Context: an optimization exercise on an open-source flow, tuned for small area and a short achievable clock period. The choices shown serve that exercise and are no tape-out recipe.
The RTL was checked by simulation tests, not by an equivalence proof against the original design.

==> flow/design.v (excerpt) <==
module DCT #(parameter horizontal = 1) (
  input wire CLK, input wire RST, input wire i_stb,
  input wire [7:0] i_D0, i_D1, i_D2, i_D3, i_D4, i_D5, i_D6, i_D7,
  output wire o_stb,
  output wire signed [15:0] o_D0, o_D1, o_D2, o_D3, o_D4, o_D5, o_D6, o_D7
);
  wire s_1;
  wire c_2;
  wire s_3;
  wire c_4;
  wire s_5;
  wire c_6;
  wire s_7;
  wire c_8;
  wire s_9;
  wire c_10;
  wire s_11;
  wire c_12;
  wire s_13;
  wire c_14;
  wire s_15;
  wire c_16;
  wire w_17;
  wire w_18;
  wire w_19;
  wire w_20;
  wire w_21;
  wire w_22;
  wire w_23;
  wire w_24;
  wire w_25;
  wire w_26;
  wire w_27;
  wire w_28;
  wire w_29;
  wire w_30;
  wire w_31;
  wire w_32;
  wire w_33;
  wire w_34;
  wire w_35;
  wire w_36;
  wire w_37;
  wire w_38;
  wire w_39;
  wire w_40;
  wire n_41;
  wire n_42;
  wire n_43;
  wire n_44;
  wire n_45;
  wire n_46;
  wire n_47;
  wire n_48;
  wire s_49;
  wire c_50;
  wire s_51;
  wire c_52;
  wire s_53;
  wire c_54;
  wire s_55;
  wire c_56;
  wire s_57;
  wire c_58;
  wire s_59;
  wire c_60;
  wire s_61;
  wire c_62;
  wire s_63;
  wire c_64;
  wire w_65;
  wire w_66;
  wire w_67;
  wire w_68;
  wire w_69;
  wire w_70;
  wire w_71;
  wire w_72;
  wire w_73;
  wire w_74;
  wire w_75;
  wire w_76;
  wire w_77;
  wire w_78;
  wire w_79;
  wire w_80;
  wire w_81;
  wire w_82;
  wire w_83;
  wire n_84;
  wire w_85;
  wire w_86;
  wire w_87;
  wire w_88;
  wire w_89;
  wire w_90;
  wire w_91;
  wire n_92;
  wire s_93;
  wire c_94;
  wire s_95;
  wire c_96;
  wire s_97;
  wire c_98;
  wire s_99;
  wire c_100;
  wire s_101;
  wire c_102;
  wire s_103;
  wire c_104;
  wire s_105;
  wire c_106;
  wire s_107;
  wire c_108;
  wire w_109;
  wire w_110;
  ...
For scale: roughly 2,900 cells after synthesis, about 0.035 mm2 of cells after synthesis.
clock: 8.0 ns
lec_check: 0
abc_clock_period_in_ps: 3000
cap_margin: 20
core_margin: 2
core_utilization: 40
cts_cluster_diameter: 90
cts_cluster_size: 24
place_density: 0.6
setup_slack_margin: 5
slew_margin: 20
synth_hierarchical: 1
synth_minimum_keep_size: 0
standard.sh (not shown) runs the stock make flow with config.mk's settings and CLKGATE_MAP_FILE= SYNTH_SCRIPT=/design/flow/synth_recipe.tcl, a recipe that flattens the netlist after the stock synthesis.
==> flow/flow/run.sh <==
#!/bin/bash
# Own layout flow: the standard layout (standard.sh, standard synthesis unchanged),
# with a tighter setup-repair target and plain buffers on the ports.
# Knobs are set in flow/knobs.txt (one make assignment per line).
set -euo pipefail
here=$(pwd)
python3 - "$here" <<'PY'
import sys, shlex
here = sys.argv[1]
s = open(here + '/standard.sh').read()
knobs = [l.strip() for l in open(here + '/flow/knobs.txt') if l.strip() and not l.startswith('#')]
extra = ' '.join(shlex.quote(k) for k in knobs)
s = s.replace('"${@:-finish}"', extra + ' "${@:-finish}"')
open(here + '/standard_own.sh', 'w').write(s)
PY
bash standard_own.sh > "$here/flow_make.log" 2>&1
==> flow/flow/knobs.txt <==
SETUP_SLACK_MARGIN=5.35
BUFFER_PORTS_ARGS=-buffer_cell sky130_fd_sc_hd__buf_1
The first run passed the timing, design-rule and antenna checks.
Next try:
==> flow/flow/knobs.txt (replaced) <==
SETUP_SLACK_MARGIN=5.25
BUFFER_PORTS_ARGS=-buffer_cell sky130_fd_sc_hd__buf_1
--- a/flow/config.mk
+++ b/flow/config.mk
@@ -13,0 +14 @@
+export GPL_ROUTABILITY_DRIVEN = 0
Clock skew falls by 0.0073 ns.
Via count falls by 2.2%.
Sequential cell count does not change.
Worst setup slack got worse by 0.028 ns.
Synthesized area stays the same.
Sequential share of layout area rises by 1.0 points.
Wire length falls by about 2%.
Synthesized cell count does not change.

DCT again, from the RTL that the note above started with.
==> flow/config.mk <==
export PLATFORM = sky130hd
export DESIGN_NAME = DCT
export DESIGN_NICKNAME = DCT
export VERILOG_FILES = /design/flow/design.v
export SDC_FILE = /design/flow/constraint.sdc
export NUM_CORES = 4
export LEC_CHECK = 0
export ABC_CLOCK_PERIOD_IN_PS = 3000
export CAP_MARGIN = 20
export CORE_MARGIN = 2
export CORE_UTILIZATION = 40
export CTS_CLUSTER_DIAMETER = 90
export CTS_CLUSTER_SIZE = 24
export PLACE_DENSITY = 0.6
export SETUP_SLACK_MARGIN = 5
export SLEW_MARGIN = 20
export SYNTH_HIERARCHICAL = 1
export SYNTH_MINIMUM_KEEP_SIZE = 0
==> flow/constraint.sdc <==
create_clock -name core_clock -period 8.0 [get_ports {CLK}]
set_input_delay 1.6000 -clock core_clock [delete_from_list [all_inputs] [get_ports {CLK}]]
set_output_delay 1.6000 -clock core_clock [all_outputs]
set_load 0.01 [all_outputs]
==> flow/flow/knobs.txt <==
SETUP_SLACK_MARGIN=5.25
BUFFER_PORTS_ARGS=-buffer_cell sky130_fd_sc_hd__buf_1
Scripts as last shown in full above: flow/flow/run.sh
The starting point produced a clean layout.
Then changed:
Settings changed: CAP_MARGIN 20 to 5, SLEW_MARGIN 20 to 5.
Synthesized cell count does not change.
Design area stays the same.
Setup slack stays the same.
Hold slack does not change.
Utilization stays the same.
Fmax is unchanged.
Critical path depth does not change.

-- port drivers added, routing unchanged --
No port has a modelled driver above. Below, the same layouts with a new extraction and two added sets of constraints. Step 1 (the two cells are an assumption about what drives the block):
set clk [get_ports {CLK}]
set_driving_cell -lib_cell sky130_fd_sc_hd__clkbuf_16 $clk
set_driving_cell -lib_cell sky130_fd_sc_hd__buf_2 [delete_from_list [all_inputs] $clk]
Step 2 also shifts input and output timing later by t, the mid clock arrival at the registers, as if the neighbouring blocks saw the same clock. Slacks: ideal ports / drivers / drivers and shift; pairs: ideal ports / drivers.
run	shift t [ns]	setup slack, ns	worst setup path after step 2	clock arrival spread, ns	worst data-port slew with drivers (ns)
the first run of note 1	0.644	5.320 / 5.248 / 4.740	input to register	0.038 / 0.038	0.13
the second run of note 1	0.649	5.292 / 5.238 / 4.892	input to register	0.032 / 0.032	0.09
the first run of note 2	0.649	5.292 / 5.238 / 4.892	input to register	0.032 / 0.032	0.09
the second run of note 2	0.649	5.292 / 5.238 / 4.892	input to register	0.032 / 0.032	0.09
After both steps setup and hold are still met in every run listed. The setup slack of the first run of note 1, which loses most, moves by -0.072 ns with the drivers and by -0.580 ns with both steps.
